From an optimization exercise on the open Yosys and OpenROAD flow, aimed at small area, a short achievable clock period and few clock cycles; shortcuts taken in it are not production practice.
Function was not checked in any run shown here: the RTL went through the layout flow alone.
The clock port is modelled as an ideal driver; clocking choices that lean on that would not hold on a real chip.

## flow/design.v (module list and top-level ports; edited modules follow where they fit)
// module conv_yt: 318 lines
// module mac21: 1497 lines
// module mac21_cpa: 277 lines
module conv_yt(
input             rst,
input             clk,
output            M0_R_req,
output     [31:0] M0_addr,
input      [31:0] M0_R_data,
output     [3:0]  M0_W_req,
output     [31:0] M0_W_data,
output            M1_R_req,
output     [31:0] M1_addr,
input      [31:0] M1_R_data,
output reg [3:0]  M1_W_req,
output     [31:0] M1_W_data,
input             start,
output reg        finish
);
  // ...
==> flow/flow/run.sh <==
#!/bin/bash
# The standard layout (standard.sh) with two additions, both hooks of the
# ORFS scripts:
#  - flow/ports.tcl, before the placement's resizing step: the buffers that
#    buffer_ports puts on the ports become buf_4 instead of the default delay
#    buffer;
#  - flow/post_cts.tcl, after clock tree synthesis: setup repair aimed at a
#    shorter clock period than the design's (the constraints are unchanged).
set -euo pipefail
here=$(pwd)
export PRE_RESIZE_TCL="$here/flow/ports.tcl"
export POST_CTS_TCL="$here/flow/post_cts.tcl"
export FLOW_TARGET_NS=6.4
bash standard.sh > "$here/standard_make.log" 2>&1
==> flow/flow/ports.tcl <==
# Port buffers: the buffers buffer_ports put on every input and output, as a
# stronger, faster buffer than the default delay cell.
set n 0
foreach inst [[ord::get_db_block] getInsts] {
  set name [$inst getName]
  if {[regexp {^(input|output)[0-9]+$} $name] && [[$inst getMaster] getName] eq "sky130_fd_sc_hd__clkdlybuf4s50_1"} {
    replace_cell $name sky130_fd_sc_hd__buf_4
    incr n
  }
}
puts "ports.tcl: replaced $n port buffers"
==> flow/flow/post_cts.tcl <==
set target $::env(FLOW_TARGET_NS)
set margin [expr {$::env(FLOW_PERIOD_NS) - $target}]
puts "post_cts.tcl: repair_timing -setup_margin $margin (target $target ns)"
estimate_parasitics -placement
repair_timing -setup -setup_margin $margin -verbose
detailed_placement
check_placement -verbose
estimate_parasitics -placement
report_worst_slack -max
==> flow/standard.sh <==
#!/bin/bash
# synth_recipe.tcl (not shown) runs the flow's synth.tcl, then flattens the netlist and writes it again
# the make line also repeats each setting of config.mk as NAME=value (left out here)
make -C /OpenROAD-flow-scripts/flow DESIGN_CONFIG=/design/flow/config.mk WORK_HOME=/design/flow/orfs CLKGATE_MAP_FILE= SYNTH_SCRIPT=/design/flow/synth_recipe.tcl "${@:-finish}"
==> flow/config.mk <==
export PLATFORM = sky130hd
export DESIGN_NAME = conv_yt
export DESIGN_NICKNAME = conv_yt
export VERILOG_FILES = /design/flow/design.v
export SDC_FILE = /design/flow/constraint.sdc
export NUM_CORES = 4
export LEC_CHECK = 0
export ABC_AREA = 1
export CAP_MARGIN = 20
export CORE_MARGIN = 2
export CORE_UTILIZATION = 55
export SLEW_MARGIN = 70
==> flow/constraint.sdc <==
create_clock -name core_clock -period 26.0 [get_ports {clk}]
set_input_delay 5.2000 -clock core_clock [delete_from_list [all_inputs] [get_ports {clk}]]
set_output_delay 5.2000 -clock core_clock [all_outputs]
set_load 0.01 [all_outputs]
==> results.rst, run 1 <==
.. list-table::
   :header-rows: 1

   * - Metric
     - Value
   * - R2r startpoint
     - px0[13]$_DFF_P_
   * - Most frequent cells in the layout
     - inv_1, xor2_1, o22ai_1, fa_1, nand2_1
   * - Largest cell class by area
     - multi-input combinational cells
   * - Inverter count of the layout excluding clock inverters
     - 1224
   * - Number of optimization iterations in the first detailed-route pass
     - 6
   * - Max Clk Rate
     - about 0.15 GHz
   * - Count of clock tree sinks
     - between 400 and 500
   * - Final worst slack
     - slightly below 20 ns
   * - Aggregate routed wire length
     - between 200000 and 250000 um
   * - Layout sequential cell count
     - a little under 500
   * - CP Capture Point
     - acc0[23]$_DFF_P_
   * - CTS tree
     - yes
   * - Area leader, netlist
     - fa_1
   * - Cells on Worst Hold Path
     - 0
   * - Number of failing setup endpoints in the final timing report
     - 0
   * - Clock Skew
     - 0.104 ns
   * - Vias per Instance
     - 6.03
   * - Sequential cell area fraction in the yosys report
     - between 10% and 20%
   * - Standard cell area after detailed placement
     - 0.0560 mm2
   * - Tapcell count
     - ~1300
   * - Area inside the core boundary
     - between 0.09 and 0.1 mm2
   * - Fraction of final layout cells sized beyond drive strength 1
     - between 10% and 20%
   * - Area of combinational cells with multiple inputs
     - around 0.039 mm2
   * - Clock Pin Slew Worst Setup and Hold Paths
     - around 0.07 ns
   * - Insertion delay of the later-clocked pin in the worst-skew pair
     - 0.70 ns
   * - Hold endpoint
     - s1[1][11]$_DFF_P_
   * - Status
     - finished clean
   * - Met2 Wirelength
     - between 80000 and 90000 um
   * - Met3 GRT Util
     - a little under a tenth
   * - Synthesized netlist cell count
     - 6485
   * - Proportion of netlist area held by the largest area contributor
     - 23.6%
   * - Post-route non-filler standard cell count
     - a little under 8000
   * - Sequential standard cell area
     - a little over 0.01 mm2
   * - Routing usage on met2
     - 61.4%
   * - Worst Hold Margin
     - ~0.28 ns
==> module conv_yt, before the edit <==
module conv_yt(
input             rst,
input             clk,
output            M0_R_req,
output     [31:0] M0_addr,
input      [31:0] M0_R_data,
output     [3:0]  M0_W_req,
output     [31:0] M0_W_data,
output            M1_R_req,
output     [31:0] M1_addr,
input      [31:0] M1_R_data,
output reg [3:0]  M1_W_req,
output     [31:0] M1_W_data,
input             start,
output reg        finish
);
localparam [2:0] S_IDLE = 3'd0, S_LOAD = 3'd1, S_PIX = 3'd2, S_WAIT = 3'd3, S_RLD = 3'd4;
function [9:0] waddr;
    input [3:0] k;
    case (k)
        4'd0: waddr = 10'd787;
        4'd1: waddr = 10'd790;
        4'd2: waddr = 10'd784;
        4'd3: waddr = 10'd788;
        4'd4: waddr = 10'd791;
        4'd5: waddr = 10'd785;
        4'd6: waddr = 10'd789;
        4'd7: waddr = 10'd792;
        4'd8: waddr = 10'd786;
        4'd9: waddr = 10'd793;
        default: waddr = 10'd0;
    endcase
endfunction
function [9:0] raddr_rl;
    input [3:0] n;
    case (n)
        4'd0: raddr_rl = 10'd790;
        4'd1: raddr_rl = 10'd784;
        4'd2: raddr_rl = 10'd787;
        4'd3: raddr_rl = 10'd791;
        4'd4: raddr_rl = 10'd785;
        4'd5: raddr_rl = 10'd788;
        4'd6: raddr_rl = 10'd792;
        4'd7: raddr_rl = 10'd786;
        default: raddr_rl = 10'd789;
    endcase
endfunction
reg  [2:0]  st;
reg  [3:0]  k;           
reg  [9:0]  raddr;       
reg  [9:0]  cbase;       
reg  [1:0]  ri;          
reg         pc;          
reg         rph;         
reg         rhi;         
reg  [4:0]  x;           
reg         nar;         
reg         wx;          
reg         dld_v;       
reg         dld_b;       
reg         dld_hi;      
reg         dld_i;       
reg         hit;         
reg         start_r;     
reg         d_v, d_col, d_wr, d_last, d_xh;
reg  [1:0]  d_al;
reg         m_v, m_col, m_wr, m_last;
reg  [1:0]  m_al, m_aln;         
wire        wy       = ~nar;
wire        last_pc  = (pc == wx);
wire        col_end  = last_pc && (rph == wy);
wire        last_col = (cbase == 10'd727);
wire        r_xh     = pc;
wire        r_yh     = rph;
wire        px_wide  = (M0_R_data[31:20] != {12{M0_R_data[31]}});
wire        w_narrow = (M0_R_data[31:19] == {13{M0_R_data[31]}});
always @(posedge clk) begin
    if (~rst) begin
        st      <= S_IDLE;
        k       <= 4'd0;
        raddr   <= waddr(4'd0);
        ri      <= 2'd0;
        pc      <= 1'b0;
        rph     <= 1'b0;
        x       <= 5'd0;
        dld_v   <= 1'b0;
        d_v     <= 1'b0;
        hit     <= 1'b0;
        wx      <= 1'b0;
        start_r <= 1'b0;
    end else begin
        start_r <= start;
        dld_v   <= 1'b0;
        d_v     <= 1'b0;
        d_al    <= 2'd0;
        hit     <= d_v & ~wx & px_wide;
        ri      <= (ri == 2'd2) ? 2'd0 : ri + 2'd1;
        if (hit) begin
            wx <= 1'b1;
            st <= S_WAIT;
        end else begin
            case (st)
            S_IDLE: begin
                if (start_r) begin
                    st     <= S_LOAD;
                    k      <= 4'd1;
                    raddr  <= waddr(4'd1);
                    dld_v  <= 1'b1;
                    dld_b  <= 1'b0;
                    dld_hi <= 1'b0;
                    dld_i  <= 1'b1;
                    wx     <= 1'b0;
                end
            end
            S_LOAD: begin
                dld_v  <= 1'b1;
                dld_b  <= (k == 4'd9);
                dld_hi <= 1'b0;
                dld_i  <= 1'b1;
                k      <= k + 4'd1;
                raddr  <= waddr(k + 4'd1);
                if (k == 4'd9) begin
                    st    <= S_PIX;
                    ri    <= 2'd0;
                    pc    <= 1'b0;
                    rph   <= 1'b0;
                    x     <= 5'd0;
                    cbase <= 10'd0;
                end
            end
            S_WAIT: begin
                if (ri == 2'd2) begin
                    st    <= S_RLD;
                    k     <= 4'd0;
                    rhi   <= 1'b0;
                    raddr <= raddr_rl(4'd0);
                    pc    <= 1'b0;
                    x     <= 5'd0;
                    cbase <= 10'd0;
                end
            end
            S_RLD: begin
                dld_v  <= 1'b1;
                dld_b  <= 1'b0;
                dld_hi <= rhi;
                dld_i  <= 1'b0;
                k      <= k + 4'd1;
                raddr  <= raddr_rl(k + 4'd1);
                if (k == 4'd8) begin
                    st    <= S_PIX;
                    rph   <= rhi;
                    raddr <= cbase;
                end
            end
            default: begin
                d_v    <= 1'b1;
                d_xh   <= r_xh;
                d_al   <= {r_xh & r_yh, r_xh ^ r_yh};
                d_col  <= (ri == 2'd2) && col_end;
                d_wr   <= (x >= 5'd2);
                d_last <= (ri == 2'd2) && col_end && last_col;
                if (ri != 2'd2) begin
                    raddr <= raddr + 10'd28;
                end else if (!last_pc) begin
                    pc    <= 1'b1;
                    raddr <= cbase;
                end else if (!col_end) begin
                    pc    <= 1'b0;
                    st    <= S_RLD;
                    k     <= 4'd0;
                    rhi   <= 1'b1;
                    raddr <= raddr_rl(4'd0);
                end else if (last_col) begin
                    pc    <= 1'b0;
                    st    <= S_IDLE;
                    raddr <= waddr(4'd0);
                end else begin
                    pc    <= 1'b0;
                    cbase <= cbase + 10'd1;
                    x     <= (x == 5'd27) ? 5'd0 : x + 5'd1;
                    raddr <= cbase + 10'd1;
                    if (rph) begin
                        st    <= S_RLD;
                        k     <= 4'd0;
                        rhi   <= 1'b0;
                        raddr <= raddr_rl(4'd0);
                    end
                end
            end
            endcase
        end
    end
end
function [30:0] benc;
    input [20:0] e;
    integer g;
    begin
        benc[30] = e[0];
        for (g = 0; g < 10; g = g + 1) begin
            benc[g]      = e[2*g+2];
            benc[10 + g] = e[2*g+1] ^ e[2*g];
            benc[20 + g] = (e[2*g+2] & ~e[2*g+1] & ~e[2*g]) | (~e[2*g+2] & e[2*g+1] & e[2*g]);
        end
    end
endfunction
function [20:0] bdec;
    input [30:0] d;
    integer g;
    begin
        bdec[0] = d[30];
        for (g = 0; g < 10; g = g + 1) begin
            bdec[2*g+2] = d[g];
            bdec[2*g+1] = d[10 + g] ^ ((g == 0) ? d[30] : d[g - 1]);
        end
    end
endfunction
reg  [30:0] s0 [0:2];
reg  [20:0] s1 [0:2];
reg  [20:0] s2 [0:2];
reg  [31:0] bias;
wire [20:0] e_new = dld_hi ? {{8{M0_R_data[31]}}, M0_R_data[31:19]} : {M0_R_data[19:0], 1'b0};
always @(posedge clk) begin
    s0[0] <= benc(s1[0]); s0[1] <= benc(s1[1]); s0[2] <= benc(s1[2]);
    s1[0] <= s2[0]; s1[1] <= s2[1]; s1[2] <= s2[2];
    if (dld_v && !dld_b) begin
        s2[0] <= bdec(s0[1]); s2[1] <= bdec(s0[2]); s2[2] <= e_new;
    end else begin
        s2[0] <= bdec(s0[0]); s2[1] <= bdec(s0[1]); s2[2] <= bdec(s0[2]);
    end
    if (dld_v && dld_b) bias <= M0_R_data;
    if (st == S_IDLE && start_r) nar <= 1'b1;
    else if (dld_v && dld_i && !dld_b) nar <= nar & w_narrow;
end
function [20:0] xsel;
    input        v;
    input        split;
    input        hi;
    input [31:0] p;
    xsel = ~v ? 21'd0 : (hi ? {{9{p[31]}}, p[31:20]} : {p[20] & ~split, p[19:0]});
endfunction
reg  [20:0] px0, px1n, px2;      
always @(posedge clk) begin
    px0  <= xsel(d_v, wx, d_xh, M0_R_data);
    px1n <= ~xsel(d_v, wx, d_xh, M0_R_data);
    if (~rst) px2 <= 21'd0;
    else      px2 <= xsel(d_v, wx, d_xh, M0_R_data);
    m_al  <= d_al;
    m_aln <= ~d_al;
end
function [47:0] arow;
    input [1:0]  al;
    input [31:0] a;
    case (al)
        2'd0:    arow = {a, 16'b0};
        2'd1:    arow = {20'b0, a[31:4]};
        default: arow = {40'b0, a[31:24]};
    endcase
endfunction
function [31:0] res;
    input [1:0]  aln;
    input [47:0] t;
    input [31:0] a;
    case (aln)
        2'd3:    res = t[47:16];
        2'd2:    res = {t[27:0], a[3:0]};
        default: res = {t[7:0], a[23:0]};
    endcase
endfunction
reg  [31:0] acc0, acc1, acc2;
reg         pend;        
reg         sh;          
reg         wr_r;
reg         fin_r;
reg  [9:0]  widx;
wire        pend_n = (m_v & m_col) | (pend & ~m_v) | (dld_v & dld_i) | hit;
wire [31:0] ain0 = sh ? bias : acc0;
wire [31:0] ain1 = sh ? acc0 : acc1;
wire [31:0] ain2 = sh ? acc1 : acc2;
wire [47:0] t0, t1, t2;
mac21 u0(.x(px0),   .neg(s0[0][9:0]), .one(s0[0][19:10]), .two(s0[0][29:20]), .a(arow(m_al, ain0)), .rnd(m_aln == 2'd3), .s(t0));
mac21 u1(.x(~px1n), .neg(s0[1][9:0]), .one(s0[1][19:10]), .two(s0[1][29:20]), .a(arow(m_al, ain1)), .rnd(m_aln == 2'd3), .s(t1));
mac21 u2(.x(px2),   .neg(s0[2][9:0]), .one(s0[2][19:10]), .two(s0[2][29:20]), .a(arow(m_al, ain2)), .rnd(m_aln == 2'd3), .s(t2));
wire [31:0] r0 = res(m_aln, t0, ain0);
wire [31:0] r1 = res(m_aln, t1, ain1);
wire [31:0] r2 = res(m_aln, t2, ain2);
always @(posedge clk) begin
    if (~rst) begin
        m_v   <= 1'b0;
        wr_r  <= 1'b0;
        fin_r <= 1'b0;
    end else begin
        m_v   <= d_v & ~hit;
        wr_r  <= m_v & m_col & m_wr & ~hit;
        fin_r <= m_v & m_last & ~hit;
    end
    m_col  <= d_col;
    m_wr   <= d_wr;
    m_last <= d_last;
    pend   <= pend_n;
    sh     <= pend_n & d_v & ~hit;
    acc0   <= r0;
    acc1   <= r1;
    acc2   <= r2;
    if ((st == S_IDLE && start_r) || hit) widx <= 10'd0;
    else if (wr_r) widx <= widx + 10'd1;
end
assign M0_R_req  = 1'b1;
assign M0_addr   = {20'b0, raddr, 2'b0};
assign M0_W_req  = 4'b0000;
assign M0_W_data = 32'b0;
assign M1_R_req  = 1'b1;
assign M1_addr   = {20'b0, widx, 2'b0};
assign M1_W_data = acc2;    
always @(*) begin
    M1_W_req = {4{wr_r}};
    finish   = fin_r;
end
endmodule
==> run 2: changes to the inputs <==
--- a/flow/design.v
+++ b/flow/design.v
@@ -239,10 +239,7 @@
     xsel = ~v ? 21'd0 : (hi ? {{9{p[31]}}, p[31:20]} : {p[20] & ~split, p[19:0]});
 endfunction
-reg  [20:0] px0, px1n, px2;      
+reg  [20:0] px;
 always @(posedge clk) begin
-    px0  <= xsel(d_v, wx, d_xh, M0_R_data);
-    px1n <= ~xsel(d_v, wx, d_xh, M0_R_data);
-    if (~rst) px2 <= 21'd0;
-    else      px2 <= xsel(d_v, wx, d_xh, M0_R_data);
+    px    <= xsel(d_v, wx, d_xh, M0_R_data);
     m_al  <= d_al;
     m_aln <= ~d_al;
@@ -278,7 +275,7 @@
 wire [31:0] ain2 = sh ? acc1 : acc2;
 wire [47:0] t0, t1, t2;
-mac21 u0(.x(px0),   .neg(s0[0][9:0]), .one(s0[0][19:10]), .two(s0[0][29:20]), .a(arow(m_al, ain0)), .rnd(m_aln == 2'd3), .s(t0));
-mac21 u1(.x(~px1n), .neg(s0[1][9:0]), .one(s0[1][19:10]), .two(s0[1][29:20]), .a(arow(m_al, ain1)), .rnd(m_aln == 2'd3), .s(t1));
-mac21 u2(.x(px2),   .neg(s0[2][9:0]), .one(s0[2][19:10]), .two(s0[2][29:20]), .a(arow(m_al, ain2)), .rnd(m_aln == 2'd3), .s(t2));
+mac21 u0(.x(px),    .neg(s0[0][9:0]), .one(s0[0][19:10]), .two(s0[0][29:20]), .a(arow(m_al, ain0)), .rnd(m_aln == 2'd3), .s(t0));
+mac21 u1(.x(px),    .neg(s0[1][9:0]), .one(s0[1][19:10]), .two(s0[1][29:20]), .a(arow(m_al, ain1)), .rnd(m_aln == 2'd3), .s(t1));
+mac21 u2(.x(px),    .neg(s0[2][9:0]), .one(s0[2][19:10]), .two(s0[2][29:20]), .a(arow(m_al, ain2)), .rnd(m_aln == 2'd3), .s(t2));
 wire [31:0] r0 = res(m_aln, t0, ain0);
 wire [31:0] r1 = res(m_aln, t1, ain1);
--- a/flow/config.mk
+++ b/flow/config.mk
@@ -9,4 +9,4 @@
 export CAP_MARGIN = 20
 export CORE_MARGIN = 2
-export CORE_UTILIZATION = 55
+export CORE_UTILIZATION = 40
 export SLEW_MARGIN = 70
==> results.rst, run 2 <==
.. list-table::
   :header-rows: 1

   * - Metric
     - Value
   * - Count of flip-flops with a built-in enable after synthesis
     - 52
   * - Area inside the core boundary
     - 0.131 mm2 (+36%)
   * - Warnings, synthesis
     - 7
   * - Max FFs per register
     - between 90 and 100
   * - Largest registers
     - s0 x93, s1 x63, s2 x63
   * - Final worst slack
     - 19.35 ns (-0.0840 ns)
   * - Chip Width
     - between 300 and 400 um
   * - CTS tree
     - yes
   * - Worst slew pin tran
     - approximately 0.52 ns
   * - MaxCap Viol Count
     - 0
   * - Count of clock tree sinks
     - 442 (-8.7%)
   * - Count of endpoints failing hold in the final timing report
     - 0
   * - Largest net degree at the start of global routing
     - just over 50
   * - R2R Path End
     - acc1[16]$_DFF_P_
   * - Layout overhead on the synthesized area
     - 15.4%
   * - CP Capture Point
     - acc1[16]$_DFF_P_
   * - Total number of vias
     - between 40000 and 50000
   * - Kind of critical path
     - register to register
   * - Iter 0 DRT Violations
     - about 5900
   * - Die H
     - 368 um
   * - Max Clk Rate
     - 0.150 GHz (-1.3%)
   * - Fin util
     - between 40% and 50%
   * - Number of failing setup endpoints in the final timing report
     - 0 (unchanged)
   * - DR WL/cell
     - about 28 um
   * - Wire length of the first global-routing pass
     - approximately 320000 um
   * - Setup repair after global routing missed its margin
     - no
   * - Half-perimeter wire length after placement
     - 157000 um
   * - Period utilisation layout
     - 25.6%
   * - GRT Overall Usage
     - between 30% and 40%
   * - Insertion delay of the later-clocked pin in the worst-skew pair
     - 0.65 ns (-0.05 ns)
   * - Count of pins over their slew limit
     - 0
   * - Biggest fanout along the worst timing path
     - 8
   * - Ys async rst share
     - 0%
   * - Synthesized netlist cell count
     - 6396 (-1.4%)
   * - Global placer's final weighted congestion
     - 0.998
   * - Post-synthesis sequential element count
     - 442
   * - Cell area after synthesis
     - roughly 0.053 mm2
   * - Initial antenna violation count
     - 8
   * - Count of port buffers added during placement
     - slightly above 90
   * - Remaining design rule violation count
     - 0
   * - CP required
     - 26.53 ns
   * - Sequential cell area fraction in the yosys report
     - 17.7% (-1.3 points)
   * - Count of antenna-violating nets left after detailed routing
     - 0
   * - Count leader, synth
     - inv_1
   * - Fraction of final layout cells sized beyond drive strength 1
     - 15.7% (+2.5 points)
   * - Startpoint type of the worst setup path
     - register
   * - Area of combinational cells with multiple inputs
     - 0.0391 mm2 (+1.6%)
   * - Initial Utilization
     - a little over 40%
   * - Worst-case reg-to-reg path depth
     - 22
   * - Average size of a mapped cell
     - about 8.3 um2
   * - Floorplan row count
     - 133
   * - Headroom to the max-slew limit
     - 65.4%
   * - Class of the most critical hold timing path
     - register to register
   * - R2r startpoint
     - px[15]$_SDFF_PN0_
   * - Proportion of netlist area held by the largest area contributor
     - 24.0% (+0.40 points)
   * - Final sum of negative setup slack
     - 0 ns
   * - Number of optimization iterations in the first detailed-route pass
     - 7 (+1)
   * - Clock Pin Slew Worst Setup and Hold Paths
     - 0.07 ns (about the same)
   * - Sequential standard cell area
     - 0.00950 mm2 (-8.4%)
   * - Critical path origin
     - px[15]$_SDFF_PN0_
   * - Status
     - finished clean
   * - Synth cell count leaders
     - inv_1, xor2_1, o22ai_1
   * - Area leader, netlist
     - fa_1
   * - Kind of capture point of the worst setup path
     - register
   * - Min cycle time layout
     - ~6.7 ns
   * - Minimum setup slack among reg-to-reg paths
     - a little under 20 ns
   * - Count of boundary I/O pins
     - just over 200
   * - Most common cell after layout, fill and taps aside
     - inv_1
   * - Number of global-route vias before repair
     - about 47000
   * - Synth Flop Type
     - dfxtp_1
   * - Clock Skew
     - 0.0479 ns (-0.0559 ns)
   * - Global-route congestion overflow total
     - 0
   * - Register bank with the most flops
     - s0
   * - Most frequent cells in the layout
     - inv_1, xor2_1, o22ai_1, fa_1, nand2_1
   * - Area contributors post-synth
     - fa_1, dfxtp_1, xor2_1
   * - Data arrival, critical path
     - approximately 7.2 ns
   * - Filler cell count
     - roughly 13000
   * - Aggregate routed wire length
     - 224000 um (+10%)
   * - Synth unique cells
     - between 50 and 60
   * - Minimum setup slack after placement
     - around 19 ns
   * - Total die area
     - between 0.1 and 0.15 mm2
   * - # nets final
     - roughly 7400
   * - Vias per Instance
     - 5.85 (-3.0%)
-- run 2: changes by cell type in the layout (fill, tap and decap cells not counted), sizes merged, moves of 6 or more --
cell,change
buf,+16
bufinv,+6
dfxtp,-42
inv,-6
nand2,+10
nand3,-7
nor2,-38
nor3,-11
xor2,-6
-- run 2: cell families after synthesis --
family / count (synthesis) / share of synthesized area [%]
buffers and inverters: 1702 / 12.9
AO/OA/AOI/OAI: 1293 / 14.8
AND/OR/NAND/NOR: 1165 / 8.99
adder cells (fa/ha/maj): 959 / 31.7
XOR/XNOR: 765 / 12.6
flip-flops: 442 / 17.7
multiplexers: 68 / 1.38
other: 2 / 0.0142
-- run 2: how the worst min path moves through the flow --
stage	cells past startpoint	from	to	slack (ns)
after floorplan	0	s2[0][0]$_DFF_P_	s1[0][0]$_DFF_P_	0.31
after global routing	0	s2[1][8]$_DFF_P_	s1[1][8]$_DFF_P_	0.31
after global placement	0	s2[1][0]$_DFF_P_	s1[1][0]$_DFF_P_	0.31
final	0	s2[0][2]$_DFF_P_	s1[0][2]$_DFF_P_	0.31
after detailed placement	0	s2[1][4]$_DFF_P_	s1[1][4]$_DFF_P_	0.31
-- run 2: layout make-up --
class | instances | area share (%)
well taps | 1755 | 3.59
repair inverters | 11 | 0.157
flip-flops and latches | 442 | 15.5
multi-input cells | 4332 | 64.0
repair buffers | 305 | 5.72
inverters | 1213 | 7.99
clock inverters | 34 | 0.880
diodes | 1 | 0.00409
clock buffers | 55 | 2.14
-- run 2: per-layer routing --
metal  part of all wire [%]  GRT usage [%]  up-vias
li1                       -              -    20300
met1                     38           41.6    23300
met2                     40           45.9     3341
met3                     15           13.1      793
met4                    7.0           18.5       12
met5                  0.043              0        -
-- run 2: per-stage QoR --
stage,hold WS (ns),area [um2],instances
after floorplan,0.310,53300,6476
after global placement,0.311,54800,7922
after detailed placement,0.312,55500,7931
after global routing,0.310,61200,8147
final,0.313,61200,8148
-- run 2: critical path: stages, from the launching register on --
cell and delay, ns:
dfxtp_4 0.39, clkinv_8 0.07, buf_6 0.14, clkbuf_16 0.19, o22ai_2 0.19, xor2_1 0.20, fa_1 0.47, fa_1 0.54
inv_1 0.05, fa_1 0.50, fa_1 0.54, fa_1 0.53, inv_1 0.05, fa_1 0.44, ha_4 0.31, a21oi_4 0.29
buf_4 0.17, o21ai_2 0.07, a21oi_2 0.19, o21ai_1 0.09, a31oi_2 0.31, fa_2 0.60, o221ai_1 0.22

static timing again, ports no longer ideal:
How much do the figures lean on ideal ports? The routed layouts below were timed once more, with nothing changed but the port constraints. Step 1 sets driving cells, clkbuf_16 on the clock port and buf_2 on the other inputs (assumed; they add their load-dependent delay and slew). Step 2 adds t to the input delays and takes it off the output delays; t is the mean of the earliest and latest rising clock arrival at the registers after step 1. Input paths then give back, and output paths get back, about the clock's delay inside the block. Three values: ideal ports, drivers, drivers and shift; two values: the first two.
| run | t, ns | slack for setup (ns) | clock arrival spread, ns |
|---|---|---|---|
| run 1 | 0.727 | 19.432 / 19.432 / 19.200 | 0.106 / 0.106 |
| run 2 | 0.697 | 19.348 / 19.348 / 19.348 | 0.047 / 0.047 |
After both steps setup and hold are still met in every run listed. The setup slack of run 1, which loses most, moves by 0.000 ns with the drivers and by -0.232 ns with both steps.
